This design comes from an exercise in tuning for small area and a short achievable clock period on the open sky130 flow, not from production work. At most, simulation tests tie the RTL to the original design; equivalence was not proved. Only the layout flow was run in runs 2 to 5; the RTL was not checked for function there. No activity file was given, so power comes from the tool's default toggle rates.

`flow/config.mk`:
```
export PLATFORM = sky130hd
export DESIGN_NAME = RegisterFile
export DESIGN_NICKNAME = RegisterFile
export VERILOG_FILES = /design/flow/design.v
export SDC_FILE = /design/flow/constraint.sdc
export NUM_CORES = 4
export LEC_CHECK = 0
export CAP_MARGIN = 20
export CORE_MARGIN = 2
export CORE_UTILIZATION = 40
export SLEW_MARGIN = 20
```
`flow/constraint.sdc`:
```
create_clock -name core_clock -period 3.5 [get_ports {clk}]
set_input_delay 0.7000 -clock core_clock [delete_from_list [all_inputs] [get_ports {clk}]]
set_output_delay 0.7000 -clock core_clock [all_outputs]
set_load 0.01 [all_outputs]
```
`flow/design.v`:
```
module RegisterFile(input wire clk,
                    input wire [7:0] A1,
                    input wire [7:0] A2,
                    input wire [7:0] A3,
                    input wire [7:0] WriteData,  
					input wire regWriteEnable,  
                    output wire [7:0] RD1,	 
                    output wire [7:0] RD2);	 
  reg[255:0] registers;  
  assign RD1 = registers[A1[4:0]*8 +: 8];
  assign RD2 = registers[A2[4:0]*8 +: 8];
  genvar i;
  generate
    for (i = 0; i < 32; i = i + 1) begin : reg_write
      always @(posedge clk) begin
        if(regWriteEnable && A3[4:0] == i) begin
          registers[i*8 +: 8] <= WriteData;
        end
      end
    end
  endgenerate
endmodule
```
`flow/run.sh`:
```
#!/bin/bash
# synth_recipe.tcl (not shown) runs the flow's synth.tcl, then flattens the netlist and writes it again
# the make line also repeats each setting of config.mk as NAME=value (left out here)
make -C /OpenROAD-flow-scripts/flow DESIGN_CONFIG=/design/flow/config.mk WORK_HOME=/design/flow/orfs CLKGATE_MAP_FILE= SYNTH_SCRIPT=/design/flow/synth_recipe.tcl finish
```
==> qor.yml, run 1 <==
run_status:
  status: "finished clean"
synth:
  synth_warnings: 1
  ys_seq_area_frac: 0.647
  yosysUniqueCellTypes: 15
  synthTopCellsByArea: "edfxtp_1, mux4_2, mux2_2"
  ys_ff_latch: 256
  syn_inst: 521
  syn_area_mm2: 0.0119
  syn_nets: 555
  yosys.area.top_type: "edfxtp_1"
  syn_area_per_cell_um2: 22.8
  synth_top_area_share: 0.647
critical_path:
  cp.required_ns: 2.80
  crit_slowest_cell: "mux4_2"
  critical_path_arrival_ns: 2.76
  critPathMostFrequentCell: "buf_12"
  worst_path_largest_cell_delay_ns: 0.55
  critPathKind: "in2out"
  crit_path_start_kind: "input pin"
  critical_path.max_fanout: 7
  path_cells: "buf_12 > buf_12 > buf_12 > mux4_2 > mux4_2 > mux2_4 > dlygate4sd2_1"
  crit_path_end_kind: "output port"
power_and_ir_drop:
  power_w: 0.00677
  power.leakage_nw: 4.61
  p_clk_frac: 0.390
  intPower_w: 0.00533
  pwr-share-comb: 0.103
  swShare: 0.213
  powerDensity_mw_per_mm2: 471
  seq_power_share: 0.507
  vdd_drop_max_v: 0.000226
  p_switching_w: 0.00144
cells_and_area:
  final_cells: 1039
  drive_gt1_frac: 0.476
  multi_input_area_mm2: 0.00399
  largest-register: "registers"
  regArea_mm2: 0.00769
  insertedDiodeCount: 0
  areaGrowthSynthToFinish_pct: 20.9
  reg_top3: "registers x256"
  layout.nets: 667
  stdcell_area_mm2: 0.0144
  largest_register_ffs: 256
  fill_cells: 2377
route:
  wl_um: 31000
  drc_errors: 0
  vias_per_cell: 6.08
  avgRoutedWirePerCell_um: 29.8
  first_pass_iters: 5
  ant_nets: 0
  drt_iter0_drc: 659
  vias: 6319
floorplanning:
  die_width_um: 176
  initial_core_util: 0.403
  io_pins: 50
  rows: 63
  die-area_mm2: 0.0311
  coreArea_mm2: 0.0295
  die_h_um: 176
sta:
  final_hold_viol_count: 0
  period_needed_ns: 3.46
  min_period_over_period: 0.989
  whs_ns: 0.701
  fmax_mhz: 289
  finalMaxSlewViolations: 0
  relSlewSlack: 0.321
  worst_slew_pin_slew_ns: 1.02
  rsz0062_at_grt: "false"
  setup_violations: 0
global_routing:
  track_usage: 0.205
  antenna_found_initial: 0
  overflow: 0
  grt_max_degree: 33
  grt_pass1_wl_um: 45000
  grt_pass1_vias: 6577
placed_design:
  port_buffers: 40
  place_congestion: 0.812
  place_area_mm2: 0.0133
  dp_hpwl_um: 19600
  placedCellCount: 972
hold_path:
  hold_class: "in2reg"
cts:
  cts-root-buf: "clkbuf_16"
  cts_sinks: 256
  clk_path_buf_depth: 3
  clkTransAtPathRegs_ns: 0.06
  cts_buffers: 26
  cts_tree: "yes"
  htree_levels: 1
  holdBufCountCts: 0
run:
  maxCapViolCount: 0
==> metrics by stage <==
| step | worst slack, ns | util | setup TNS [ns] |
|---|---|---|---|
| 6_report | 0.0392 | 0.487 | 0 |
| 3_5_place_dp | -0.222 | 0.450 | -2.99 |
| 5_1_grt | 0.0108 | 0.487 | 0 |
| 3_3_place_gp | -0.226 | 0.450 | -2.93 |
| 2_1_floorplan | 0.378 | - | 0 |
| 4_1_cts | 0.00173 | 0.486 | 0 |
==> layout by cell type, fill, tap and decap left out <==
| cell | count |
|---|---|
| clkdlybuf4s15_2 | 2 |
| buf_12 | 23 |
| nand2_1 | 4 |
| buf_4 | 56 |
| clkbuf_16 | 27 |
| mux2_2 | 14 |
| nand2b_1 | 2 |
| clkinv_2 | 4 |
| mux4_2 | 160 |
| buf_2 | 8 |
| clkinvlp_4 | 2 |
| or2_2 | 1 |
| clkbuf_1 | 5 |
| clkdlybuf4s50_1 | 14 |
| mux2_4 | 2 |
| edfxtp_1 | 256 |
| bufinv_16 | 2 |
| buf_16 | 6 |
| clkinv_1 | 4 |
| nand3_1 | 4 |
| nor2b_1 | 3 |
| buf_8 | 1 |
| dlygate4sd2_1 | 14 |
| buf_6 | 1 |
| nand4_1 | 1 |
| nor2_1 | 33 |
==> what timing repair did <==
| action | in CTS | in global routing |
|---|---|---|
| setup buffers | 8 | 10 |
| gates resized for setup | 36 | 1 |
| endpoints found under the hold margin | 0 | 0 |
| cloned | 5 | 0 |
| setup endpoints to repair | 16 | 4 |
==> power groups by stage <==
stage	registers, W	clock network, W	logic [W]
floorplan	0.00349	0	0.000375
global placement	0.00349	0	0.000654
detailed placement	0.00349	0	0.000669
CTS	0.00343	0.00268	0.000699
global route	0.00343	0.00280	0.000732
finish	0.00343	0.00264	0.000698
==> cell usage after synthesis, drive strengths merged <==
| cell type | instances |
|---|---|
| nand2 | 4 |
| nand4 | 1 |
| edfxtp | 256 |
| mux4 | 160 |
| clkbuf | 12 |
| mux2 | 16 |
| nor2b | 3 |
| nand2b | 2 |
| buf | 29 |
| or2 | 1 |
| nand3 | 4 |
| nor2 | 33 |
==> worst paths after layout <==
check / depth (start not counted) / slack (ns) / startpoint / to
worst max-delay path: 7 / 0.04 / A2[0] / RD2[0]
worst min-delay path: 1 / 0.70 / WriteData[3] / registers[3]
==> metal layers <==
| layer | wire [um] | global-route usage | vias to the layer above |
|---|---|---|---|
| met5 | 0 | 0 | - |
| met4 | 1270 | 0.0847 | 0 |
| met3 | 2180 | 0.0332 | 62 |
| met2 | 16000 | 0.350 | 330 |
| met1 | 11500 | 0.262 | 3384 |
| li1 | - | - | 2543 |
==> kinds of logic after synthesis <==
family | share of synthesized area
DFF | 0.647
muxes | 0.318
and+or+nand+nor | 0.0170
buffers and inverters | 0.0182
==> critical path, delay by kind of cell <==
kind     cells  cell delay [ns]
buf+inv      4             0.70
mux          3             1.35
==> cell type report <==
class | count | share of cell area
Sequential cell | 256 | 0.535
Multi-Input combinational cell | 224 | 0.278
Timing Repair Buffer | 125 | 0.0972
Clock buffer | 32 | 0.0483
Tap cell | 390 | 0.0340
Clock inverter | 12 | 0.00766
==> run 2, diff against run 1 <==
==> flow/design.v (replaced) <==
module RegisterFile(input wire clk,
                    input wire [7:0] A1,
                    input wire [7:0] A2,
                    input wire [7:0] A3,
                    input wire [7:0] WriteData,
                    input wire regWriteEnable,
                    output wire [7:0] RD1,
                    output wire [7:0] RD2);
  reg  [255:0] registers;  
  wire [255:0] next;
  wire [31:0] wen, nwen, sel1, sel2;
  rf_wdec  u_wdec (.a(A3[4:0]), .we(regWriteEnable), .en(wen), .nen(nwen));
  rf_rdec  u_rdec1(.a(A1[4:0]), .sel(sel1));
  rf_rdec  u_rdec2(.a(A2[4:0]), .sel(sel2));
  genvar i, b;
  generate
    for (i = 0; i < 32; i = i + 1) begin : row
      for (b = 0; b < 8; b = b + 1) begin : bt
        rf_hold u_hold(.q(registers[i*8 + b]), .en(wen[i]), .nen(nwen[i]),
                       .wd(WriteData[b]), .d(next[i*8 + b]));
      end
    end
  endgenerate
  always @(posedge clk)
    registers <= next;
  generate
    for (b = 0; b < 8; b = b + 1) begin : rd
      wire [31:0] col;
      for (i = 0; i < 32; i = i + 1) begin : c
        assign col[i] = registers[i*8 + b];
      end
      rf_rmux u_rmux1(.d(col), .sel(sel1), .y(RD1[b]));
      rf_rmux u_rmux2(.d(col), .sel(sel2), .y(RD2[b]));
    end
  endgenerate
endmodule
module rf_hold(input wire q, input wire en, input wire nen, input wire wd, output wire d);
  assign d = (q & nen) | (wd & en);
endmodule
module rf_wdec(input wire [4:0] a, input wire we, output wire [31:0] en, output wire [31:0] nen);
  genvar i;
  generate
    for (i = 0; i < 32; i = i + 1) begin : d
      assign en[i]  = we & (a == i);
      assign nen[i] = ~(we & (a == i));
    end
  endgenerate
endmodule
module rf_rdec(input wire [4:0] a, output wire [31:0] sel);
  genvar i;
  generate
    for (i = 0; i < 32; i = i + 1) begin : d
      assign sel[i] = (a == i);
    end
  endgenerate
endmodule
module rf_aoi222(input wire a0, input wire s0, input wire a1, input wire s1,
                 input wire a2, input wire s2, output wire y);
  assign y = ~((a0 & s0) | (a1 & s1) | (a2 & s2));
endmodule
module rf_aoi22(input wire a0, input wire s0, input wire a1, input wire s1, output wire y);
  assign y = ~((a0 & s0) | (a1 & s1));
endmodule
module rf_nand4(input wire a, input wire b, input wire c, input wire d, output wire y);
  assign y = ~(a & b & c & d);
endmodule
module rf_nand3(input wire a, input wire b, input wire c, output wire y);
  assign y = ~(a & b & c);
endmodule
module rf_or3(input wire a, input wire b, input wire c, output wire y);
  assign y = a | b | c;
endmodule
module rf_rmux(input wire [31:0] d, input wire [31:0] sel, output wire y);
  wire [10:0] p;
  wire [2:0]  q;
  genvar k;
  generate
    for (k = 0; k < 10; k = k + 1) begin : g
      rf_aoi222 u(.a0(d[3*k]), .s0(sel[3*k]), .a1(d[3*k+1]), .s1(sel[3*k+1]),
                  .a2(d[3*k+2]), .s2(sel[3*k+2]), .y(p[k]));
    end
  endgenerate
  rf_aoi22 u_last(.a0(d[30]), .s0(sel[30]), .a1(d[31]), .s1(sel[31]), .y(p[10]));
  rf_nand4 u_n0(.a(p[0]), .b(p[1]), .c(p[2]), .d(p[3]), .y(q[0]));
  rf_nand4 u_n1(.a(p[4]), .b(p[5]), .c(p[6]), .d(p[7]), .y(q[1]));
  rf_nand3 u_n2(.a(p[8]), .b(p[9]), .c(p[10]), .y(q[2]));
  rf_or3   u_o (.a(q[0]), .b(q[1]), .c(q[2]), .y(y));
endmodule
--- a/flow/config.mk
+++ b/flow/config.mk
@@ -10,2 +10,3 @@
 export CORE_UTILIZATION = 40
 export SLEW_MARGIN = 20
+export SYNTH_HIERARCHICAL = 1
==> run 2 against run 1 <==
Against the previous run: combinational power grew 65%; core utilization is 2.6 points higher; clock power is 28% higher; largest cell class is now multi-input gates; critical path type unchanged; maximum frequency down 2.1%; critical path depth grew 1; via count increased by 67%; count of clock-buffer cells in the layout is 7 higher; the layout now fails its checks (negative setup slack); routed wire length increased by 32%; sequential power up 17%; global-route usage rose by 7.8 points.
==> qor.yml, run 2 <==
cells_and_area:
  largest_register_ffs: 256  # unchanged
  fill_cells: 2335  # -1.8%
  final_cells: 1460  # +41%
  layout.nets: 1137  # +70%
  reg_top3: "registers x256"
  layout_common_cells: "a22o_1, dfxtp_1, a222oi_1"
  insertedDiodeCount: 0  # unchanged
  areaGrowthSynthToFinish_pct: 26.8
  largest-register: "registers"
  drive_gt1_frac: 0.228  # -0.249
power_and_ir_drop:
  swShare: 0.259  # +0.0465
  seq_power_share: 0.470  # -0.037
  vdd_drop_max_v: 0.000530  # +140%
  p_switching_w: 0.00222  # +54%
  intPower_w: 0.00635  # +19%
  power_w: 0.00857  # +27%
  powerDensity_mw_per_mm2: 644  # +37%
  pwr-share-comb: 0.134  # +0.031
  p_clk_frac: 0.396  # +0.006
  power.leakage_nw: 5.00  # +8.3%
synth:
  yosys-top-cells-count: "a22o_1, dfxtp_1, a222oi_1"
  syn_area_mm2: 0.0105  # -12%
  async_flop_share: 0  # unchanged
  ys_seq_area_frac: 0.489  # -0.158
  ys_ff_latch: 256  # unchanged
  yosysUniqueCellTypes: 24  # +9
  synth_warnings: 7  # +6
  synth_ff_type: "dfxtp_1"
  synth_top_area_share: 0.489  # -0.158
  syn_inst: 944  # +81%
  yosys.area.top_type: "dfxtp_1"
  synth_edf_count: 0  # -100%
  synthTopCellsByArea: "dfxtp_1, a22o_1, a222oi_1"
  syn_nets: 978  # +76%
  syn_area_per_cell_um2: 11.1  # -51%
route:
  avgRoutedWirePerCell_um: 28.1  # -5.9%
  first_pass_iters: 11  # +6
  vias_per_cell: 7.22  # +19%
  drt_iter0_drc: 2667  # +300%
  vias: 10537  # +67%
  wl_um: 41000  # +32%
  ant_nets: 0  # unchanged
  drc_errors: 0  # unchanged
floorplanning:
  die_width_um: 166  # -6.0%
  initial_core_util: 0.405  # +0.00124
  die_h_um: 166  # -6.0%
  coreArea_mm2: 0.0259  # -12%
  rows: 59  # -6.3%
  io_pins: 50  # unchanged
  die-area_mm2: 0.0275  # -12%
critical_path:
  cp.required_ns: 2.80  # about the same
  critical_path_arrival_ns: 2.83  # +0.07 ns
  critPathKind: "in2out"
  path_cells: "buf_4 > or3b_4 > buf_4 > nor2_2 > a222oi_1 > nand4_1 > or3_1 > dlygate4sd2_1"
  crit_slowest_cell: "a222oi_1"
  crit_path_start_kind: "input pin"
  worst_path_largest_cell_delay_ns: 0.49  # -0.06 ns
  crit_path_end_kind: "output port"
  critPathMostFrequentCell: "buf_4"
  critical_path.max_fanout: 8  # +1
sta:
  skew_ns: 0
  whs_ns: 0.514  # -0.187 ns
  setup_violations: 3  # +3
  fin_ws_ns: -0.0337  # -0.0729 ns
  period_needed_ns: 3.53  # +0.0729 ns
  min_period_over_period: 1.01  # +0.0208
  final_hold_viol_count: 0  # unchanged
  relSlewSlack: 0.497  # +0.176
  finalMaxSlewViolations: 0  # unchanged
  worst_slew_pin_slew_ns: 0.752  # -0.264 ns
  setup_tns_ns: -0.0452  # -0.0452 ns
  fmax_mhz: 283  # -2.1%
placed_design:
  place_congestion: 0.922  # +14%
  pre_cts_ws_ns: -0.789  # -0.567 ns
  dp_hpwl_um: 28600  # +45%
  port_buffers: 40  # unchanged
  placedCellCount: 1396  # +44%
cts:
  clk_path_buf_depth: 3  # unchanged
  cts_tree: "yes"
  clk_latency_ns: 0.54
  cts-root-buf: "clkbuf_16"
  htree_levels: 1  # unchanged
  clkTransAtPathRegs_ns: 0.06  # about the same
  cts_buffers: 28  # +7.7%
  cts_sinks: 256  # unchanged
global_routing:
  grt_pass1_vias: 9527  # +45%
  overflow: 0  # unchanged
  antenna_found_initial: 0  # unchanged
  track_usage: 0.283  # +0.0778
  grt_pass1_wl_um: 61300  # +36%
  grt_max_degree: 33  # unchanged
run_status:
  status: "complete, but fails checks"
  violatedChecks: "negative setup slack"
run:
  maxCapViolCount: 0  # unchanged
hold_path:
  hold_class: "reg2reg"
-- run 2: path summary, 6_finish.rpt --
kind | from | to | slack [ns] | cells past startpoint
max | A1[0] | RD1[4] | -0.03 | 8
max reg2reg | registers[244] | registers[244] | 2.78 | 1
min | registers[121] | registers[121] | 0.51 | 1
min reg2reg | registers[121] | registers[121] | 0.51 | 1
-- run 2: critical path, delay by kind of cell --
family | cells | cell delay [ns]
AOI/OAI and AO/OA | 1 | 0.49
buffers and inverters | 3 | 0.58
and+or+nand+nor | 4 | 1.07
-- run 2: cell type report --
cell class | instances | area [um^2] | share of cell area
repair buffers | 145 | 1190 | 0.0892
well taps | 335 | 419 | 0.0315
clock inverters | 13 | 248 | 0.0186
flip-flops and latches | 256 | 5120 | 0.386
multi-input cells | 672 | 5480 | 0.412
clock buffers | 39 | 833 | 0.0627
-- run 2: cells by family after synthesis --
family,count (synthesis),synth area share
and+or+nand+nor,240,0.120
DFF,256,0.489
AOI/OAI and AO/OA,432,0.386
buffers and inverters,16,0.00573
-- run 2: power by group through the flow --
stage / clock network [W] / registers [W] / logic [W]
after detailed placement: 0 / 0.00405 / 0.00113
after floorplan: 0 / 0.00389 / 0.000730
after global placement: 0 / 0.00404 / 0.00110
after CTS: 0.00343 / 0.00400 / 0.00113
final: 0.00339 / 0.00403 / 0.00115
after global routing: 0.00355 / 0.00408 / 0.00122
-- run 2: what timing repair did --
action,4_1_cts,5_1_grt
hold buffers,0,0
pin swaps,60,33
setup buffers,7,5
resized for setup,121,26
setup endpoints to repair,16,14
-- run 2: per-stage QoR --
stage | cell area [um^2] | utilization
2_1_floorplan | 10500 | -
3_3_place_gp | 12000 | 0.463
3_5_place_dp | 12000 | 0.463
4_1_cts | 13300 | 0.513
5_1_grt | 13300 | 0.513
6_report | 13300 | 0.513
-- run 2: per-layer routing --
layer  GRT usage  vias to the layer above  part of all wire
met3      0.0448                      106              0.10
li1            -                     4528                 -
met4       0.115                        0             0.044
met5           0                        -                 0
met2       0.413                      775              0.42
met1       0.415                     5128              0.43
-- run 2: modules after synthesis (local to each module, per instance), a selection --
module	flip-flops and latches	cells
RegisterFile	256	256
rf_wdec	0	98
rf_rdec	0	47
rf_aoi22	0	1
rf_aoi222	0	1
rf_hold	0	1
rf_nand4	0	1
rf_or3	0	1
rf_nand3	0	1
==> run 3, diff against run 2 <==
--- a/flow/design.v
+++ b/flow/design.v
@@ -39,19 +39,52 @@
 endmodule
 module rf_wdec(input wire [4:0] a, input wire we, output wire [31:0] en, output wire [31:0] nen);
+  wire [4:0] an;
+  wire [3:0] pl;   
+  wire [7:0] ph;   
   genvar i;
   generate
+    for (i = 0; i < 5; i = i + 1) begin : n
+      rf_inv u(.a(a[i]), .y(an[i]));
+    end
+    for (i = 0; i < 4; i = i + 1) begin : l
+      rf_nand3 u(.a(we), .b(i[1] ? a[1] : an[1]), .c(i[0] ? a[0] : an[0]), .y(pl[i]));
+    end
+    for (i = 0; i < 8; i = i + 1) begin : h
+      rf_nand3 u(.a(i[2] ? a[4] : an[4]), .b(i[1] ? a[3] : an[3]), .c(i[0] ? a[2] : an[2]), .y(ph[i]));
+    end
     for (i = 0; i < 32; i = i + 1) begin : d
-      assign en[i]  = we & (a == i);
-      assign nen[i] = ~(we & (a == i));
+      rf_nor2 u(.a(pl[i % 4]), .b(ph[i / 4]), .y(en[i]));
+      rf_inv  v(.a(en[i]), .y(nen[i]));
     end
   endgenerate
 endmodule
 module rf_rdec(input wire [4:0] a, output wire [31:0] sel);
+  wire [4:0] an;
+  wire [3:0] pl;   
+  wire [7:0] ph;   
   genvar i;
   generate
+    for (i = 0; i < 5; i = i + 1) begin : n
+      rf_inv u(.a(a[i]), .y(an[i]));
+    end
+    for (i = 0; i < 4; i = i + 1) begin : l
+      rf_nand2 u(.a(i[1] ? a[1] : an[1]), .b(i[0] ? a[0] : an[0]), .y(pl[i]));
+    end
+    for (i = 0; i < 8; i = i + 1) begin : h
+      rf_nand3 u(.a(i[2] ? a[4] : an[4]), .b(i[1] ? a[3] : an[3]), .c(i[0] ? a[2] : an[2]), .y(ph[i]));
+    end
     for (i = 0; i < 32; i = i + 1) begin : d
-      assign sel[i] = (a == i);
+      rf_nor2 u(.a(pl[i % 4]), .b(ph[i / 4]), .y(sel[i]));
     end
   endgenerate
+endmodule
+module rf_inv(input wire a, output wire y);
+  assign y = ~a;
+endmodule
+module rf_nand2(input wire a, input wire b, output wire y);
+  assign y = ~(a & b);
+endmodule
+module rf_nor2(input wire a, input wire b, output wire y);
+  assign y = ~(a | b);
 endmodule
 module rf_aoi222(input wire a0, input wire s0, input wire a1, input wire s1,
--- a/flow/config.mk
+++ b/flow/config.mk
@@ -9,4 +9,5 @@
 export CORE_MARGIN = 2
 export CORE_UTILIZATION = 40
+export SETUP_SLACK_MARGIN = 1.2
 export SLEW_MARGIN = 20
 export SYNTH_HIERARCHICAL = 1
==> run 3 against run 2 <==
Against the previous run: the run now finishes clean; combinational power is 12% higher; sequential share of layout area is 1.4 points lower; sequential cell count stayed put; maximum frequency is 7.2% higher; core utilization is 3.5 points higher; sequential power hardly changed; hold slack better by 0.0010 ns; via count is 2.7% lower; critical path depth is 1 higher; critical path type unchanged; highest routed layer unchanged.
==> qor.yml, run 3 <==
cells_and_area:
  areaGrowthSynthToFinish_pct: 34.5
  layout.nets: 1161  # +2.1%
  drive_gt1_frac: 0.283  # +0.0558
  largest_register_ffs: 256  # unchanged
  layout_common_cells: "a22o_1, dfxtp_1, a222oi_1"
  insertedDiodeCount: 0  # unchanged
  post-route-util: 0.548  # +0.0349
  largest-register: "registers"
  reg_top3: "registers x256"
sta:
  setup_violations: 0  # -3
  skew_ns: 0  # unchanged
  relSlewSlack: 0.348  # -0.149
  rsz0062_at_grt: "true"
  final_hold_viol_count: 0  # unchanged
  period_needed_ns: 3.30  # -0.236 ns
  fmax_mhz: 303  # +7.2%
  finalMaxSlewViolations: 0  # unchanged
  setup_tns_ns: 0  # +0.0452 ns
  worst_slew_pin_slew_ns: 0.978  # +0.227 ns
  min_period_over_period: 0.942  # -0.0675
global_routing:
  grt_max_degree: 33  # unchanged
  overflow: 0  # unchanged
  track_usage: 0.292  # +0.00918
  grt_pass1_wl_um: 59600  # -2.7%
  grt_pass1_vias: 9458  # -0.72%
  antenna_found_initial: 0  # unchanged
floorplanning:
  rows: 58  # -1.7%
  die_h_um: 164  # -1.1%
  die_width_um: 164  # -1.1%
  coreArea_mm2: 0.0252  # -2.8%
  initial_core_util: 0.407  # +0.00273
  io_pins: 50  # unchanged
  die-area_mm2: 0.0269  # -2.1%
route:
  wl_um: 40200  # -1.9%
  avgRoutedWirePerCell_um: 27.2  # -3.1%
  first_pass_iters: 15  # +4
  vias: 10257  # -2.7%
  ant_nets: 0  # unchanged
  drt_iter0_drc: 2147  # -19%
  drc_errors: 0  # unchanged
  vias_per_cell: 6.94  # -3.8%
critical_path:
  crit_path_end_kind: "output port"
  worst_path_largest_cell_delay_ns: 0.47  # -0.02 ns
  path_cells: "buf_8 > buf_4 > inv_6 > nand3_4 > nor2_4 > a222oi_1 > nand4_1 > or3_4 > buf_6"
  cp.required_ns: 2.80  # about the same
  critPathKind: "in2out"
  critical_path_arrival_ns: 2.60  # -0.23 ns
  crit_path_start_kind: "input pin"
  critical_path.max_fanout: 8  # unchanged
  r2r_start: "registers[253]"
  r2r-end: "registers[253]"
  reg2reg_depth: 1  # unchanged
  r2r_slack_ns: 2.78  # about the same
  crit_slowest_cell: "a222oi_1"
synth:
  yosys-top-cells-count: "a22o_1, dfxtp_1, a222oi_1"
  synth_warnings: 7  # unchanged
  synthTopCellsByArea: "dfxtp_1, a22o_1, a222oi_1"
  syn_inst: 931  # -1.4%
  synth_edf_count: 0  # unchanged
  async_flop_share: 0  # unchanged
  yosys.area.top_type: "dfxtp_1"
  ys_seq_area_frac: 0.500  # +0.0108
  syn_area_mm2: 0.0103  # -2.2%
  synth_top_area_share: 0.500  # +0.0108
  syn_nets: 965  # -1.3%
  ys_ff_latch: 256  # unchanged
  syn_area_per_cell_um2: 11.0  # -0.79%
  yosysUniqueCellTypes: 10  # -58%
  synth_ff_type: "dfxtp_1"
hold_path:
  hold_class: "reg2reg"
  hp-start: "registers[39]"
  min_to: "registers[39]"
  min_path_cells: 1  # unchanged
cts:
  htree_levels: 1  # unchanged
  clk_path_buf_depth: 3  # unchanged
  cts_tree: "yes"
  holdBufCountCts: 0  # unchanged
  clkTransAtPathRegs_ns: 0.06  # about the same
  clk_latency_ns: 0.54  # about the same
  cts_sinks: 256  # unchanged
  cts_buffers: 28  # unchanged
  cts-root-buf: "clkbuf_16"
power_and_ir_drop:
  pwr-share-comb: 0.155  # +0.021
  p_switching_w: 0.00235  # +5.8%
  p_clk_frac: 0.359  # -0.037
  powerDensity_mw_per_mm2: 604  # -6.2%
  seq_power_share: 0.486  # +0.016
  swShare: 0.282  # +0.0227
  power.leakage_nw: 5.11  # +2.3%
  intPower_w: 0.00599  # -5.6%
  vdd_drop_max_v: 0.000408  # -23%
run_status:
  status: "finished clean"
placed_design:
  dp_hpwl_um: 27300  # -4.4%
  port_buffers: 40  # unchanged
  place_congestion: 0.958  # +3.9%
run:
  maxCapViolCount: 0  # unchanged
==> run 3: what timing repair did <==
item                                    CTS  global route
pin swaps                                95            34
gates resized for setup                 254            24
endpoints found under the setup margin   16            24
buffers inserted                          5             7
==> run 3: worst max-delay path by stage <==
stage | depth (start not counted) | from | end
after global placement | 9 | A1[1] | RD1[5]
final | 9 | A2[2] | RD2[0]
after CTS | 10 | A1[0] | RD1[7]
after detailed placement | 10 | A2[0] | RD2[6]
after global routing | 9 | A2[2] | RD2[0]
after floorplan | 6 | A1[1] | RD1[0]
==> run 3: per-module statistics from Yosys, one instance, submodules excluded, excerpt <==
module / cells inside / cell area [um^2] / copies in the design
RegisterFile: 256 / 5120 / 1
rf_aoi22: 1 / 12.5 / 16
rf_hold: 1 / 8.76 / 256
rf_inv: 1 / 3.75 / 47
rf_nand2: 1 / 3.75 / 8
rf_nand3: 1 / 5.00 / 44
rf_nand4: 1 / 6.26 / 32
rf_nor2: 1 / 3.75 / 96
rf_or3: 1 / 6.26 / 16
==> run 3: worst max-delay path: cells and delay by family <==
kind                   cells  cell delay [ns]
AO/OA/AOI/OAI              1             0.47
buffers and inverters      4             0.38
AND/OR/NAND/NOR            4             1.04
==> run 3: cell families (layout without fill, tap and decap cells) <==
group	Yosys count	in the layout	share of synthesized area
compound gates	432	432	0.394
simple gates	196	196	0.0888
flops	256	256	0.500
buf+inv	47	263	0.0172
==> run 3: routing by layer <==
layer  wire length (um)  up-vias  global-route usage
li1                   -     4511                   -
met1              17300     4997               0.420
met2              17200      642               0.441
met3               3890      107              0.0376
met4               1750        0               0.116
met5                  0        -                   0
==> run 3: power groups by stage <==
| stage | Combinational (W) | Sequential [W] | Clock, W |
|---|---|---|---|
| 2_1_floorplan | 0.000761 | 0.00389 | 0 |
| 3_3_place_gp | 0.00116 | 0.00406 | 0 |
| 3_5_place_dp | 0.00119 | 0.00407 | 0 |
| 4_1_cts | 0.00126 | 0.00402 | 0.00304 |
| 5_1_grt | 0.00136 | 0.00411 | 0.00316 |
| 6_report | 0.00129 | 0.00405 | 0.00300 |
==> run 3: cell type report <==
type | instances | area (um^2)
multi-input combinational | 628 | 5620
tap | 330 | 413
timing repair buffer | 166 | 1510
clock inverter | 16 | 175
clock buffer | 34 | 764
fill | 2171 | 11400
inverter | 47 | 196
sequential | 256 | 5120
==> run 3: per-stage QoR <==
stage               power, W  cell area [um^2]  worst slack [ns]  hold WS, ns  std cells
floorplan            0.00465             10500              1.01        0.477        931
global placement     0.00522             12200            -0.610        0.489       1415
finish               0.00834             13800             0.203        0.515       1477
CTS                  0.00832             13600             0.282        0.513       1470
detailed placement   0.00526             12200            -0.586        0.496       1415
global route         0.00863             13800             0.209        0.524       1477
==> run 4, diff against run 3 <==
--- a/flow/design.v
+++ b/flow/design.v
@@ -88,34 +88,23 @@
   assign y = ~(a | b);
 endmodule
-module rf_aoi222(input wire a0, input wire s0, input wire a1, input wire s1,
-                 input wire a2, input wire s2, output wire y);
-  assign y = ~((a0 & s0) | (a1 & s1) | (a2 & s2));
-endmodule
-module rf_aoi22(input wire a0, input wire s0, input wire a1, input wire s1, output wire y);
-  assign y = ~((a0 & s0) | (a1 & s1));
-endmodule
-module rf_nand4(input wire a, input wire b, input wire c, input wire d, output wire y);
-  assign y = ~(a & b & c & d);
+module rf_rmux(input wire [31:0] d, input wire [31:0] sel, output wire y);
+  wire [15:0] p;   
+  wire [3:0]  q;   
+  wire [1:0]  r;   
+  genvar k;
+  generate
+    for (k = 0; k < 16; k = k + 1) begin : g
+      assign p[k] = ~((d[2*k] & sel[2*k]) | (d[2*k+1] & sel[2*k+1]));
+    end
+    for (k = 0; k < 4; k = k + 1) begin : h
+      assign q[k] = ~(&p[4*k +: 4]);
+    end
+    for (k = 0; k < 2; k = k + 1) begin : m
+      assign r[k] = ~(q[2*k] | q[2*k+1]);
+    end
+  endgenerate
+  assign y = ~(r[0] & r[1]);
 endmodule
 module rf_nand3(input wire a, input wire b, input wire c, output wire y);
   assign y = ~(a & b & c);
 endmodule
-module rf_or3(input wire a, input wire b, input wire c, output wire y);
-  assign y = a | b | c;
-endmodule
-module rf_rmux(input wire [31:0] d, input wire [31:0] sel, output wire y);
-  wire [10:0] p;
-  wire [2:0]  q;
-  genvar k;
-  generate
-    for (k = 0; k < 10; k = k + 1) begin : g
-      rf_aoi222 u(.a0(d[3*k]), .s0(sel[3*k]), .a1(d[3*k+1]), .s1(sel[3*k+1]),
-                  .a2(d[3*k+2]), .s2(sel[3*k+2]), .y(p[k]));
-    end
-  endgenerate
-  rf_aoi22 u_last(.a0(d[30]), .s0(sel[30]), .a1(d[31]), .s1(sel[31]), .y(p[10]));
-  rf_nand4 u_n0(.a(p[0]), .b(p[1]), .c(p[2]), .d(p[3]), .y(q[0]));
-  rf_nand4 u_n1(.a(p[4]), .b(p[5]), .c(p[6]), .d(p[7]), .y(q[1]));
-  rf_nand3 u_n2(.a(p[8]), .b(p[9]), .c(p[10]), .y(q[2]));
-  rf_or3   u_o (.a(q[0]), .b(q[1]), .c(q[2]), .y(y));
-endmodule
--- a/flow/config.mk
+++ b/flow/config.mk
@@ -9,4 +9,5 @@
 export CORE_MARGIN = 2
 export CORE_UTILIZATION = 40
+export CTS_BUF_LIST = sky130_fd_sc_hd__clkbuf_4 sky130_fd_sc_hd__clkbuf_8
 export SETUP_SLACK_MARGIN = 1.2
 export SLEW_MARGIN = 20
==> run 4 against run 3 <==
Against the previous run: still clean on timing, DRC and antenna; register-to-register slack hardly changed; hold slack got worse by 0.0015 ns; via count rose by 4.7%; critical path depth decreased by 1; critical endpoint is now RD1[3]; largest cell class unchanged.
==> qor.yml, run 4 <==
hold_path:
  hold_class: "reg2reg"
run_status:
  status: "finished clean"
critical_path:
  critical_path_arrival_ns: 2.47  # -0.13 ns
  reg2reg_depth: 1  # unchanged
  r2r_start: "registers[100]"
  cp.required_ns: 2.80  # about the same
  crit_path_start_kind: "input pin"
  critPathKind: "in2out"
  crit_path_end_kind: "output port"
  r2r_slack_ns: 2.77  # about the same
  r2r-end: "registers[100]"
  crit_path_end: "RD1[3]"
  critical_path.max_fanout: 8  # unchanged
  critPathLaunch: "A1[2]"
synth:
  syn_nets: 1061  # +9.9%
  yosys-top-cells-count: "a22o_1, dfxtp_1, a22oi_1"
  yosysUniqueCellTypes: 10  # unchanged
  ys_ff_latch: 256  # unchanged
  synth_ff_type: "dfxtp_1"
  syn_area_per_cell_um2: 10.3  # -6.3%
  ys_seq_area_frac: 0.484  # -0.0160
  syn_inst: 1027  # +10%
  synth_top_area_share: 0.484  # -0.0160
  yosys.area.top_type: "dfxtp_1"
  synth_warnings: 7  # unchanged
  synth_edf_count: 0  # unchanged
  synthTopCellsByArea: "dfxtp_1, a22o_1, a22oi_1"
  async_flop_share: 0  # unchanged
  syn_area_mm2: 0.0106  # +3.3%
cells_and_area:
  reg_top3: "registers x256"
  stdcell_area_mm2: 0.0150  # +8.9%
  largest_register_ffs: 256  # unchanged
  layout.nets: 1294  # +11%
  areaGrowthSynthToFinish_pct: 41.8
  largest-register: "registers"
  drive_gt1_frac: 0.371  # +0.0878
  layout_common_cells: "a22o_1, dfxtp_1, a22oi_1"
floorplanning:
  initial_core_util: 0.407  # -0.000648
  coreArea_mm2: 0.0261  # +3.5%
  rows: 59  # +1.7%
  die_h_um: 167  # +1.6%
  io_pins: 50  # unchanged
  die-area_mm2: 0.0278  # +3.2%
  die_width_um: 167  # +1.6%
sta:
  fmax_mhz: 315  # +3.9%
  finalMaxSlewViolations: 0  # unchanged
  relSlewSlack: 0.592  # +0.244
  setup_violations: 0  # unchanged
  worst_slew_pin_slew_ns: 0.612  # -0.366 ns
  final_hold_viol_count: 0  # unchanged
  min_period_over_period: 0.906  # -0.0357
  period_needed_ns: 3.17  # -0.125 ns
  fin_ws_ns: 0.327  # +0.125 ns
  skew_ns: 0  # unchanged
  rsz0062_at_grt: "true"
placed_design:
  dp_hpwl_um: 30500  # +12%
  pre_cts_ws_ns: -0.568  # +0.0181 ns
  port_buffers: 40  # unchanged
  place_area_mm2: 0.0127  # +4.6%
  place_congestion: 0.967  # +0.94%
route:
  drt-met1-wl_um: 18100  # +4.7%
  drt_iter0_drc: 1137  # -47%
  first_pass_iters: 6  # -9
  avgRoutedWirePerCell_um: 27.0  # -0.71%
  dr_wl_met2_um: 19300  # +12%
  ant_nets: 0  # unchanged
  routed.top_layer: "met4"
  vias: 10742  # +4.7%
  wl_um: 43900  # +9.2%
  drc_errors: 0  # unchanged
  vias_per_cell: 6.61  # -4.8%
  wl_met3_um: 4050  # +4.1%
global_routing:
  grt_pass1_vias: 10262  # +8.5%
  grt_pass1_wl_um: 64900  # +8.8%
  overflow: 0  # unchanged
  grt_max_degree: 33  # unchanged
  antenna_found_initial: 2  # +2
  track_usage: 0.304  # +0.0125
cts:
  cts_tree: "yes"
  htree_levels: 2  # +1
  clk_latency_ns: 0.56  # +0.02 ns
  cts_buffers: 43  # +54%
  clkTransAtPathRegs_ns: 0.06  # about the same
  cts_sinks: 256  # unchanged
  cts-root-buf: "clkbuf_8"
  clk_path_buf_depth: 3  # unchanged
power_and_ir_drop:
  power.leakage_nw: 5.42  # +6.0%
  powerDensity_mw_per_mm2: 548  # -9.3%
  power_w: 0.00823  # -1.2%
  vdd_drop_max_v: 0.000561  # +37%
run:
  maxCapViolCount: 0  # unchanged
## run 4: critical path, stage by stage
cell	delay, ns
buf_8	0.11
buf_6	0.13
nand3_4	0.15
nor2_2	0.13
a22oi_1	0.28
nand4_1	0.26
or4_4	0.57
buf_6	0.14
## run 4: logic make-up (layout without fill, tap and decap cells)
kind of cell / Yosys count / count (layout) / synth area share
AO/OA/AOI/OAI: 512 / 512 / 0.401
buffers and inverters: 47 / 308 / 0.0166
flip-flops: 256 / 256 / 0.484
other: 0 / 1 / 0
AND/OR/NAND/NOR: 212 / 212 / 0.0992
## run 4: worst min-delay path by stage
stage | endpoint | cells after the start | start
6_report | registers[138] | 1 | registers[138]
5_1_grt | registers[68] | 1 | registers[68]
4_1_cts | registers[192] | 1 | registers[192]
3_5_place_dp | registers[172] | 1 | registers[172]
3_3_place_gp | registers[159] | 1 | registers[159]
2_1_floorplan | registers[104] | 1 | registers[104]
## run 4: area by class of cell
cell class                      instances  area (um^2)
Fill cell                            2211        11000
Multi-Input combinational cell        724         6530
Sequential cell                       256         5120
Timing Repair Buffer                  188         1840
Clock buffer                           68          867
Tap cell                              335          419
Inverter                               47          201
Clock inverter                          5         33.8
Antenna cell                            1         2.50
## run 4: metal layers
| metal | vias up | track usage |
|---|---|---|
| met5 | - | 0 |
| met4 | 0 | 0.165 |
| met3 | 165 | 0.0770 |
| met2 | 584 | 0.466 |
| met1 | 5217 | 0.394 |
| li1 | 4776 | - |
## run 4: repair_timing
action                     CTS  global route
buffers inserted             9             6
pin swaps                  116            49
hold buffers                 0             0
setup endpoints to repair   16            24
hold endpoints to repair     0             0
resized for setup          374            43
## run 4: where the power goes
group | switching (W) | internal, W
Clock | 0.00121 | 0.00157
Sequential | 0.000637 | 0.00350
Combinational | 0.000544 | 0.000777
## run 4: modules after synthesis, one instance, submodules excluded, excerpt
module        flops+latches  copies in the design  cells inside
rf_hold                   0                   256             1
rf_nand3                  0                    28             1
rf_nand2                  0                     8             1
RegisterFile            256                     1           256
rf_nor2                   0                    96             1
rf_inv                    0                    47             1
rf_rmux                   0                    16            21
## run 4: per-stage QoR
step,setup TNS [ns],hold WS (ns),utilization,instances
after global placement,-8.29,0.490,0.488,1535
final,0,0.514,0.577,1624
after global routing,0,0.532,0.577,1624
after detailed placement,-8.44,0.497,0.488,1535
after CTS,0,0.514,0.567,1617
after floorplan,0,0.479,-,1027
==> run 5, diff against run 4 <==
--- a/flow/config.mk
+++ b/flow/config.mk
@@ -9,5 +9,4 @@
 export CORE_MARGIN = 2
 export CORE_UTILIZATION = 40
-export CTS_BUF_LIST = sky130_fd_sc_hd__clkbuf_4 sky130_fd_sc_hd__clkbuf_8
 export SETUP_SLACK_MARGIN = 1.2
 export SLEW_MARGIN = 20
==> run 5 against run 4 <==
Against the previous run: still clean; sequential cell count stayed put; clock power is 3% higher; global-route usage is 0.19 points lower; total power is 1.0% higher.
==> qor.yml, run 5 <==
cells_and_area:
  final_cells: 1601  # -1.4%
  largest-register: "registers"
  insertedDiodeCount: 0  # -1
  reg_top3: "registers x256"
  largest_register_ffs: 256  # unchanged
  stdcell_area_mm2: 0.0150  # -0.20%
  post-route-util: 0.575  # -0.00115
  layout.nets: 1280  # -1.1%
  fill_cells: 2234  # +1.0%
  drive_gt1_frac: 0.358  # -0.0133
  areaGrowthSynthToFinish_pct: 41.5
  layout_common_cells: "a22o_1, dfxtp_1, a22oi_1"
synth:
  syn_area_mm2: 0.0106  # unchanged
  ys_ff_latch: 256  # unchanged
  yosys-top-cells-count: "a22o_1, dfxtp_1, a22oi_1"
  synth_warnings: 7  # unchanged
  yosys.area.top_type: "dfxtp_1"
  synth_top_area_share: 0.484  # unchanged
  synthTopCellsByArea: "dfxtp_1, a22o_1, a22oi_1"
  synth_edf_count: 0  # unchanged
  yosysUniqueCellTypes: 10  # unchanged
  synth_ff_type: "dfxtp_1"
  ys_seq_area_frac: 0.484  # unchanged
  syn_area_per_cell_um2: 10.3  # unchanged
  syn_nets: 1061  # unchanged
  syn_inst: 1027  # unchanged
  async_flop_share: 0  # unchanged
floorplanning:
  io_pins: 50  # unchanged
  initial_core_util: 0.407  # unchanged
  die-area_mm2: 0.0278  # unchanged
  rows: 59  # unchanged
  die_width_um: 167  # unchanged
  coreArea_mm2: 0.0261  # unchanged
  die_h_um: 167  # unchanged
sta:
  fin_ws_ns: 0.330  # +0.00211 ns
  skew_ns: 0  # unchanged
  worst_slew_pin_slew_ns: 0.595  # -0.0174 ns
  setup_tns_ns: 0  # unchanged
  fmax_mhz: 315  # about the same
  final_hold_viol_count: 0  # unchanged
  min_period_over_period: 0.906  # about the same
  finalMaxSlewViolations: 0  # unchanged
  period_needed_ns: 3.17  # -0.00211 ns
  rsz0062_at_grt: "true"
  relSlewSlack: 0.603  # +0.0116
  setup_violations: 0  # unchanged
route:
  avgRoutedWirePerCell_um: 27.4  # +1.3%
  drc_errors: 0  # unchanged
  drt_iter0_drc: 1134  # -0.26%
  vias_per_cell: 6.71  # +1.4%
  first_pass_iters: 6  # unchanged
  wl_um: 43800  # -0.12%
  vias: 10740  # -0.019%
  ant_nets: 0  # unchanged
global_routing:
  gr-usage-met1: 0.403  # +0.00825
  grt_pass1_wl_um: 64900  # about the same
  met2_usage: 0.474  # +0.00773
  groute.layer.met3.usage: 0.0587  # -0.0183
  overflow: 0  # unchanged
  top_usage_layer: "met2"
  track_usage: 0.302  # -0.00188
  antenna_found_initial: 0  # -2
  grt_max_degree: 33  # unchanged
  grt_pass1_vias: 10159  # -1.0%
cts:
  cts_buffers: 26  # -40%
  cts_tree: "yes"
  holdBufCountCts: 0  # unchanged
  clk_latency_ns: 0.54  # -0.02 ns
  cts-root-buf: "clkbuf_16"
  clk_path_buf_depth: 3  # unchanged
  clkTransAtPathRegs_ns: 0.06  # about the same
  htree_levels: 1  # -1
  cts_sinks: 256  # unchanged
power_and_ir_drop:
  powerDensity_mw_per_mm2: 555  # +1.2%
  vdd_drop_max_v: 0.000425  # -24%
  p_switching_w: 0.00237  # -0.71%
  power.leakage_nw: 5.36  # -1.1%
  intPower_w: 0.00595  # +1.8%
  swShare: 0.285  # -0.00503
  p_clk_frac: 0.344  # +0.007
  seq_power_share: 0.498  # -0.005
  pwr-share-comb: 0.159  # about the same
run_status:
  status: "finished clean"
placed_design:
  port_buffers: 40  # unchanged
  placedCellCount: 1535  # unchanged
  pre_cts_ws_ns: -0.568  # unchanged
  dp_hpwl_um: 30500  # unchanged
  place_congestion: 0.967  # unchanged
  place_area_mm2: 0.0127  # unchanged
run:
  maxCapViolCount: 0  # unchanged
hold_path:
  hold_class: "reg2reg"
critical_path:
  cp.required_ns: 2.80  # about the same
  critical_path_arrival_ns: 2.47  # about the same
  crit_path_end_kind: "output port"
  critical_path.max_fanout: 6  # -2
  critPathKind: "in2out"
  crit_path_start_kind: "input pin"
run 5: cell counts after synthesis:
No cell type changed its count.
run 5: final cells by class:
class,count,area (um^2),area share
multi-input cells,724,6550,0.437
flip-flops and latches,256,5120,0.342
repair buffers,191,1830,0.122
clock buffers,40,774,0.0517
well taps,335,419,0.0280
inverters,47,194,0.0129
clock inverters,8,104,0.00693
run 5: modules after synthesis (local to each module, per instance), excerpt:
module,cells,copies in the design,flops+latches
RegisterFile,256,1,256
rf_rmux,21,16,0
rf_hold,1,256,0
rf_nand3,1,28,0
rf_inv,1,47,0
rf_nand2,1,8,0
rf_nor2,1,96,0
run 5: cell families (layout without fill, tap and decap cells):
| family | after synthesis | count (layout) | share of synthesized area |
|---|---|---|---|
| DFF | 256 | 256 | 0.484 |
| buffers and inverters | 47 | 286 | 0.0166 |
| AOI/OAI and AO/OA | 512 | 512 | 0.401 |
| and+or+nand+nor | 212 | 212 | 0.0992 |
run 5: path summary, 6_finish.rpt:
kind	end	startpoint	slack (ns)	cells past startpoint
worst min register to register	registers[159]	registers[159]	0.52	1
worst max-delay path	RD1[1]	A1[2]	0.33	10
worst min-delay path	registers[159]	registers[159]	0.52	1
worst max register to register	registers[100]	registers[100]	2.77	1
run 5: metal layers:
metal | vias to the layer above | routed length [um]
met2 | 578 | 19500
li1 | 4752 | -
met1 | 5258 | 18200
met3 | 152 | 3720
met4 | 0 | 2370
met5 | - | 0
run 5: power by group through the flow:
stage	clock network [W]	registers, W	logic, W
global route	0.00298	0.00420	0.00139
floorplan	0	0.00390	0.000760
global placement	0	0.00408	0.00115
CTS	0.00289	0.00410	0.00129
finish	0.00286	0.00414	0.00132
detailed placement	0	0.00409	0.00118
run 5: metrics by stage:
| stage | power (W) | hold slack, ns |
|---|---|---|
| after floorplan | 0.00466 | 0.479 |
| after global placement | 0.00523 | 0.490 |
| after detailed placement | 0.00527 | 0.497 |
| after CTS | 0.00827 | 0.515 |
| after global routing | 0.00857 | 0.534 |
| final | 0.00832 | 0.516 |
run 5: repair_timing:
item,in CTS,in global routing
setup endpoints to repair,16,24
gates resized for setup,373,39
pin swaps,118,51
setup buffers,12,6
endpoints found under the hold margin,0,0
run 5: critical path: stages:
cell	delay (ns)
buf_8	0.11
buf_6	0.13
nand3_4	0.16
nor2_4	0.09
buf_6	0.13
buf_4	0.12
a22oi_2	0.19
nand4_1	0.15
or4_4	0.55
buf_6	0.14
==> run 6, diff against run 5 <==
--- a/flow/design.v
+++ b/flow/design.v
@@ -88,21 +88,27 @@
   assign y = ~(a | b);
 endmodule
-module rf_rmux(input wire [31:0] d, input wire [31:0] sel, output wire y);
-  wire [15:0] p;   
-  wire [3:0]  q;   
-  wire [1:0]  r;   
+module rf_grp8(input wire [7:0] d, input wire [7:0] sel, output wire y);
+  wire [3:0] p;   
   genvar k;
   generate
-    for (k = 0; k < 16; k = k + 1) begin : g
+    for (k = 0; k < 4; k = k + 1) begin : g
       assign p[k] = ~((d[2*k] & sel[2*k]) | (d[2*k+1] & sel[2*k+1]));
     end
+  endgenerate
+  assign y = ~(&p);
+endmodule
+module rf_rmux(input wire [31:0] d, input wire [31:0] sel, output wire y);
+  wire [3:0] q;   
+  wire [1:0] r;   
+  genvar k;
+  generate
     for (k = 0; k < 4; k = k + 1) begin : h
-      assign q[k] = ~(&p[4*k +: 4]);
+      rf_grp8 u(.d(d[8*k +: 8]), .sel(sel[8*k +: 8]), .y(q[k]));
     end
     for (k = 0; k < 2; k = k + 1) begin : m
-      assign r[k] = ~(q[2*k] | q[2*k+1]);
+      rf_nor2 u(.a(q[2*k]), .b(q[2*k+1]), .y(r[k]));
     end
   endgenerate
-  assign y = ~(r[0] & r[1]);
+  rf_nand2 u_o(.a(r[0]), .b(r[1]), .y(y));
 endmodule
 module rf_nand3(input wire a, input wire b, input wire c, output wire y);
--- a/flow/config.mk
+++ b/flow/config.mk
@@ -9,5 +9,5 @@
 export CORE_MARGIN = 2
 export CORE_UTILIZATION = 40
-export SETUP_SLACK_MARGIN = 1.2
+export GPL_TIMING_DRIVEN = 0
 export SLEW_MARGIN = 20
 export SYNTH_HIERARCHICAL = 1
==> run 6 against run 5 <==
Against the previous run: hold slack worse by 0.00079 ns; register-to-register slack better by 0.03 ns; routed wire length down 6.2%; total power up 0.79%; sequential power down 2%; sequential share of layout area up 4.0 points; now fails the layout checks on negative setup slack; clock power up 9.1%.
==> qor.yml, run 6 <==
run:
  maxCapViolCount: 0  # unchanged
synth:
  synth_top_area_share: 0.485  # +0.000915
  syn_area_mm2: 0.0106  # -0.19%
  synth_warnings: 7  # unchanged
  syn_nets: 1093  # +3.0%
  yosysUniqueCellTypes: 8  # -2
  synth_ff_type: "dfxtp_1"
  yosys-top-cells-count: "a22o_1, a22oi_1, dfxtp_1"
  yosys.area.top_type: "dfxtp_1"
  syn_inst: 1059  # +3.1%
  ys_ff_latch: 256  # unchanged
  syn_area_per_cell_um2: 9.99  # -3.2%
  ys_seq_area_frac: 0.485  # +0.000915
  async_flop_share: 0  # unchanged
  synthTopCellsByArea: "dfxtp_1, a22o_1, a22oi_1"
  synth_edf_count: 0  # unchanged
critical_path:
  critical_path_arrival_ns: 2.81  # +0.34 ns
  crit_slowest_cell: "clkdlybuf4s50_1"
  cp.required_ns: 2.80  # about the same
  critPathKind: "in2out"
  crit_path_end_kind: "output port"
  path_cells: "clkdlybuf4s15_2 > nand2_4 > nor2_4 > a22oi_1 > nand4_1 > nor2_2 > nand2_1 > clkdlybuf4s50_1"
  crit_path_start_kind: "input pin"
  worst_path_largest_cell_delay_ns: 0.49  # -0.06 ns
  critical_path.max_fanout: 8  # +2
cts:
  cts_tree: "yes"
  cts-root-buf: "clkbuf_16"
  clkTransAtPathRegs_ns: 0.06  # about the same
  htree_levels: 1  # unchanged
  clk_path_buf_depth: 3  # unchanged
  cts_buffers: 26  # unchanged
  cts_sinks: 256  # unchanged
  clk_latency_ns: 0.55  # about the same
sta:
  period_needed_ns: 3.51  # +0.341 ns
  min_period_over_period: 1.00  # +0.0975
  finalMaxSlewViolations: 0  # unchanged
  skew_ns: 0  # unchanged
  worst_slew_pin_slew_ns: 0.806  # +0.211 ns
  fin_ws_ns: -0.0119  # -0.341 ns
  final_hold_viol_count: 0  # unchanged
  fmax_mhz: 285  # -9.7%
  setup_violations: 2  # +2
  rsz0062_at_grt: "true"
  whs_ns: 0.515  # -0.000792 ns
  relSlewSlack: 0.461  # -0.142
placed_design:
  place_congestion: 0.956  # -1.1%
  port_buffers: 40  # unchanged
  place_area_mm2: 0.0115  # -9.2%
  dp_hpwl_um: 28800  # -5.7%
power_and_ir_drop:
  power.leakage_nw: 4.67  # -13%
  vdd_drop_max_v: 0.000548  # +29%
  swShare: 0.274  # -0.0117
  powerDensity_mw_per_mm2: 625  # +13%
  pwr-share-comb: 0.145  # -0.014
  p_switching_w: 0.00229  # -3.3%
  p_clk_frac: 0.372  # +0.028
  seq_power_share: 0.483  # -0.015
  intPower_w: 0.00609  # +2.4%
route:
  first_pass_iters: 6  # unchanged
  ant_nets: 0  # unchanged
  avgRoutedWirePerCell_um: 27.5  # +0.56%
  vias_per_cell: 6.93  # +3.4%
  vias: 10358  # -3.6%
  drt_iter0_drc: 1356  # +20%
  wl_um: 41100  # -6.2%
  drc_errors: 0  # unchanged
floorplanning:
  coreArea_mm2: 0.0260  # -0.28%
  die_width_um: 167  # about the same
  die_h_um: 167  # about the same
  die-area_mm2: 0.0278  # -0.19%
  rows: 59  # unchanged
  io_pins: 50  # unchanged
  initial_core_util: 0.407  # about the same
cells_and_area:
  multi_input_area_mm2: 0.00613  # -6.5%
  regArea_mm2: 0.00512  # unchanged
  drive_gt1_frac: 0.173  # -0.184
  layout_common_cells: "a22o_1, dfxtp_1, a22oi_1"
  areaGrowthSynthToFinish_pct: 26.9
  insertedDiodeCount: 0  # unchanged
  largest_register_ffs: 256  # unchanged
  stdcell_area_mm2: 0.0134  # -11%
  layout.nets: 1174  # -8.3%
  largest-register: "registers"
  reg_top3: "registers x256"
  fill_cells: 2382  # +6.6%
global_routing:
  track_usage: 0.285  # -0.0174
  overflow: 0  # unchanged
  antenna_found_initial: 0  # unchanged
  grt_pass1_vias: 9699  # -4.5%
  grt_max_degree: 26  # -21%
  grt_pass1_wl_um: 61200  # -5.6%
run_status:
  status: "complete, but fails checks"
  violatedChecks: "negative setup slack"
hold_path:
  hold_class: "reg2reg"
[run 6: cell count changes after synthesis]
cell,before,now
nand2_1,8,24
a22oi_2,16,0
or4_1,16,0
nor2_1,96,128
a22oi_1,240,256
[run 6: repair_timing]
action / CTS / global route
hold buffers: 0 / 0
endpoints found under the setup margin: 16 / 16
gates resized for setup: 210 / 56
buffers inserted: 0 / 5
endpoints found under the hold margin: 0 / 0
pin swaps: 3 / 17
[run 6: area by class of cell]
cell class / count / area share
clock inverter: 15 / 0.0173
multi-input combinational: 756 / 0.457
timing repair buffer: 53 / 0.0437
inverter: 47 / 0.0143
tap: 335 / 0.0312
sequential: 256 / 0.382
clock buffer: 32 / 0.0547
[run 6: path summary, 6_finish.rpt]
kind / start / endpoint / slack (ns) / cells past startpoint
worst min register to register: registers[236] / registers[236] / 0.52 / 1
worst max register to register: registers[27] / registers[27] / 2.80 / 1
worst min-delay path: registers[236] / registers[236] / 0.52 / 1
worst max-delay path: A1[0] / RD1[5] / -0.01 / 8
[run 6: worst max-delay path: cells and delay by family]
kind                   cells  cell delay [ns]
buffers and inverters      2             0.76
AO/OA/AOI/OAI              1             0.26
AND/OR/NAND/NOR            5             1.07
[run 6: per-layer routing]
metal  vias up  track usage  wire length [um]
li1       4526            -                 -
met1      5073        0.408             17700
met2       651        0.432             17700
met3       108       0.0537              4190
met4         0       0.0952              1600
met5         -            0                 0
[run 6: power by group through the flow]
stage | combinational [W] | clock (W) | sequential (W)
final | 0.00122 | 0.00312 | 0.00405
after global placement | 0.00105 | 0 | 0.00406
after CTS | 0.00117 | 0.00315 | 0.00402
after global routing | 0.00129 | 0.00326 | 0.00411
after floorplan | 0.000713 | 0 | 0.00388
after detailed placement | 0.00110 | 0 | 0.00407
[run 6: cells by family after synthesis]
group                  share of synthesized area
flip-flops                                 0.485
buffers and inverters                     0.0167
AO/OA/AOI/OAI                              0.394
AND/OR/NAND/NOR                            0.105
[run 6: stage by stage]
stage	TNS, ns	setup WS [ns]	power, W	utilization	std cells
after detailed placement	-7.74	-0.587	0.00517	0.444	1442
final	-0.0195	-0.0119	0.00839	0.516	1494
after floorplan	0	1.18	0.00460	-	1059
after global placement	-7.42	-0.505	0.00511	0.439	1434
after global routing	-0.0486	-0.0347	0.00867	0.516	1494
after CTS	0	0.00307	0.00834	0.509	1489
[run 6: per-module statistics from Yosys, one instance, submodules excluded, excerpt]
module	cell area, um^2	copies in the design
rf_hold	8.76	256
rf_nor2	3.75	128
rf_nand2	3.75	24
rf_inv	3.75	47
RegisterFile	5120	1
rf_grp8	36.3	64
rf_nand3	5.00	28
==> run 7, diff against run 6 <==
--- a/flow/config.mk
+++ b/flow/config.mk
@@ -10,4 +10,5 @@
 export CORE_UTILIZATION = 40
 export GPL_TIMING_DRIVEN = 0
+export SETUP_SLACK_MARGIN = 0.8
 export SLEW_MARGIN = 20
 export SYNTH_HIERARCHICAL = 1
==> run 7 against run 6 <==
Against the previous run: the run now finishes clean; sequential share of layout area is 1.7 points lower; largest power group unchanged; sequential cell count stayed put; global-route usage is 0.40 points higher; total power is 0.91% higher; synthesized area stayed put; first-iteration DRC count is 4.6% lower; core utilization is 2.3 points higher; worst setup slack better by 0.54 ns; clock skew stayed put; critical path depth is 1 higher.
==> qor.yml, run 7 <==
run_status:
  status: "finished clean"
cts:
  clkTransAtPathRegs_ns: 0.06  # about the same
  cts_tree: "yes"
  cts_buffers: 26  # unchanged
  cts_sinks: 256  # unchanged
  clk_path_buf_depth: 3  # unchanged
  htree_levels: 1  # unchanged
  clk_latency_ns: 0.55  # about the same
  cts-root-buf: "clkbuf_16"
synth:
  syn_area_mm2: 0.0106  # unchanged
  yosys-top-cells-count: "a22o_1, a22oi_1, dfxtp_1"
  yosysUniqueCellTypes: 8  # unchanged
  synth_ff_type: "dfxtp_1"
  synth_edf_count: 0  # unchanged
  syn_area_per_cell_um2: 9.99  # unchanged
  synthTopCellsByArea: "dfxtp_1, a22o_1, a22oi_1"
  yosys.area.top_type: "dfxtp_1"
  syn_nets: 1093  # unchanged
  ys_seq_area_frac: 0.485  # unchanged
  synth_warnings: 7  # unchanged
  ys_ff_latch: 256  # unchanged
  async_flop_share: 0  # unchanged
  syn_inst: 1059  # unchanged
  synth_top_area_share: 0.485  # unchanged
global_routing:
  track_usage: 0.289  # +0.00402
  grt_pass1_vias: 9876  # +1.8%
  grt_max_degree: 26  # unchanged
  overflow: 0  # unchanged
  grt_pass1_wl_um: 62400  # +1.8%
  antenna_found_initial: 0  # unchanged
floorplanning:
  die_width_um: 167  # unchanged
  die-area_mm2: 0.0278  # unchanged
  rows: 59  # unchanged
  coreArea_mm2: 0.0260  # unchanged
  initial_core_util: 0.407  # unchanged
  io_pins: 50  # unchanged
  die_h_um: 167  # unchanged
placed_design:
  port_buffers: 40  # unchanged
  dp_hpwl_um: 28800  # unchanged
  place_congestion: 0.956  # unchanged
cells_and_area:
  reg_top3: "registers x256"
  drive_gt1_frac: 0.273  # +0.100
  layout.nets: 1189  # +1.3%
  layout_common_cells: "a22o_1, dfxtp_1, a22oi_1"
  largest-register: "registers"
  post-route-util: 0.540  # +0.0234
  insertedDiodeCount: 0  # unchanged
  largest_register_ffs: 256  # unchanged
  areaGrowthSynthToFinish_pct: 32.6
power_and_ir_drop:
  pwr-share-comb: 0.147  # +0.002
  swShare: 0.280  # +0.00616
  power_w: 0.00846  # +0.91%
  intPower_w: 0.00609  # about the same
  seq_power_share: 0.484  # about the same
  p_clk_frac: 0.368  # -0.004
  vdd_drop_max_v: 0.000549  # +0.11%
  p_switching_w: 0.00237  # +3.2%
  power.leakage_nw: 4.81  # +3.0%
  powerDensity_mw_per_mm2: 603  # -3.5%
critical_path:
  critPathMostFrequentCell: "nor2_4"
  cp_top_family: "simple AND/OR/NAND/NOR gates"
  cp.required_ns: 2.80  # about the same
  crit_path_end: "RD1[2]"
  worst_path_largest_cell_delay_ns: 0.28  # -0.21 ns
  crit_cells: 9  # +1
  r2r_slack_ns: 2.79  # about the same
  path_cells: "buf_12 > clkinvlp_4 > nand2_8 > nor2_4 > a22oi_2 > nand4_1 > nor2_4 > nand2_2 > buf_2"
  critical_path_arrival_ns: 2.27  # -0.54 ns
  reg2reg_depth: 1  # unchanged
  critPathLaunch: "A1[1]"
  crit_path_start_kind: "input pin"
  critical_path.max_fanout: 8  # unchanged
  critPathKind: "in2out"
  crit_slowest_cell: "nand4_1"
  crit_path_end_kind: "output port"
  critical_path_buf_inv_count: 3  # +1
  r2r_start: "registers[130]"
  r2r-end: "registers[130]"
route:
  drc_errors: 0  # unchanged
  avgRoutedWirePerCell_um: 27.5  # about the same
  routed.top_layer: "met4"
  first_pass_iters: 6  # unchanged
  vias_per_cell: 6.84  # -1.3%
  vias: 10322  # -0.35%
  drt_iter0_drc: 1294  # -4.6%
  drt-met1-wl_um: 18000  # +2.1%
  ant_nets: 0  # unchanged
  dr_wl_met2_um: 17800  # +0.71%
  wl_met3_um: 3990  # -4.8%
  wl_um: 41600  # +1.1%
sta:
  fmax_mhz: 336  # +18%
  relSlewSlack: 0.356  # -0.105
  skew_ns: 0  # unchanged
  setup_violations: 0  # -2
  final_hold_viol_count: 0  # unchanged
  finalMaxSlewViolations: 0  # unchanged
  worst_slew_pin_slew_ns: 0.963  # +0.157 ns
  rsz0062_at_grt: "true"
  min_period_over_period: 0.849  # -0.154
  period_needed_ns: 2.97  # -0.540 ns
run:
  maxCapViolCount: 0  # unchanged
hold_path:
  hold_class: "reg2reg"
==> run 7: cell counts after synthesis <==
No cell type changed its count.
==> run 7: what timing repair did <==
| item | in CTS | in global routing |
|---|---|---|
| endpoints found under the hold margin | 0 | 0 |
| setup endpoints to repair | 16 | 102 |
| pin swaps | 78 | 55 |
| resized for setup | 396 | 66 |
| hold buffers | 0 | 0 |
| buffers inserted | 18 | 2 |
==> run 7: cell families (layout without fill, tap and decap cells) <==
| logic type | count (synthesis) | in the layout | share of synthesized area |
|---|---|---|---|
| buf+inv | 47 | 162 | 0.0167 |
| flops | 256 | 256 | 0.485 |
| simple gates | 244 | 244 | 0.105 |
| compound gates | 512 | 512 | 0.394 |
==> run 7: final cells by class <==
class                           instances  area, um^2
Clock buffer                           32         734
Clock inverter                         15         233
Fill cell                            2313       12000
Inverter                               47         206
Multi-Input combinational cell        756        6580
Sequential cell                       256        5120
Tap cell                              335         419
Timing Repair Buffer                   68         723
==> run 7: worst min-delay path by stage <==
stage	start	slack [ns]	cells after the start	end
floorplan	registers[100]	0.48	1	registers[100]
global placement	registers[55]	0.49	1	registers[55]
detailed placement	registers[197]	0.50	1	registers[197]
CTS	registers[39]	0.51	1	registers[39]
global route	registers[137]	0.53	1	registers[137]
finish	registers[137]	0.52	1	registers[137]
==> run 7: per-layer routing <==
layer,vias to the layer above,GRT usage
met5,-,0
met4,0,0.103
met3,136,0.0558
met2,616,0.436
met1,4997,0.412
li1,4573,-
==> run 7: per-stage QoR <==
stage	setup slack, ns	area (um^2)	TNS, ns	hold WS (ns)	std cells
floorplan	1.18	10600	0	0.479	1059
global placement	-0.505	11400	-7.42	0.492	1434
detailed placement	-0.587	11500	-7.74	0.498	1442
CTS	0.622	13700	0	0.514	1507
global route	0.509	14000	0	0.531	1509
finish	0.528	14000	0	0.519	1509
==> run 7: modules after synthesis (local to each module, per instance), a selection <==
module        cells  area [um^2]  times used
rf_nand3          1         5.00          28
rf_nand2          1         3.75          24
RegisterFile    256         5120           1
rf_grp8           5         36.3          64
rf_nor2           1         3.75         128
rf_inv            1         3.75          47
==> run 7: power by group through the flow <==
stage / Sequential, W / Clock [W] / Combinational (W)
after floorplan: 0.00388 / 0 / 0.000713
after global placement: 0.00406 / 0 / 0.00105
after detailed placement: 0.00407 / 0 / 0.00110
after CTS: 0.00405 / 0.00315 / 0.00118
after global routing: 0.00416 / 0.00326 / 0.00132
final: 0.00410 / 0.00312 / 0.00124

-- re-timing with driven ports --
The results above use ideal ports. As a check the final layouts listed here were re-extracted and re-timed, cells and wires unchanged. Step 1 sets driving cells, clkbuf_16 on the clock port and buf_2 on the other inputs (assumed; they add their load-dependent delay and slew). Step 2 adds t to the input delays and takes it off the output delays; t is the mean of the earliest and latest rising clock arrival at the registers after step 1. Input paths then give back, and output paths get back, about the clock's delay inside the block. a / b / c = ideal / step 1 / step 2; a / b = the first two.
run | t, ns | setup slack, ns | latest minus earliest clock arrival (ns) | worst register clock-pin slew, ns | pins driven straight from the clock port
run 1 | 0.573 | 0.039 / -0.025 / -0.025 | 0.018 / 0.017 | 0.06 / 0.06 | 1
run 2 | 0.593 | -0.034 / -0.057 / -0.057 | 0.017 / 0.017 | 0.07 / 0.07 | 1
run 3 | 0.592 | 0.203 / 0.139 / 0.139 | 0.012 / 0.012 | 0.07 / 0.07 | 1
run 4 | 0.601 | 0.327 / 0.283 / 0.283 | 0.029 / 0.029 | 0.06 / 0.06 | 1
run 5 | 0.591 | 0.330 / 0.291 / 0.291 | 0.012 / 0.011 | 0.07 / 0.07 | 1
run 6 | 0.589 | -0.012 / -0.036 / -0.036 | 0.009 / 0.009 | 0.07 / 0.07 | 1
run 7 | 0.593 | 0.528 / 0.461 / 0.174 | 0.012 / 0.012 | 0.06 / 0.06 | 1
Met with ideal ports but missed after step 2: setup timing in run 1. For run 7, which loses most, drivers alone change the setup slack by -0.067 ns; drivers and shift together by -0.354 ns.
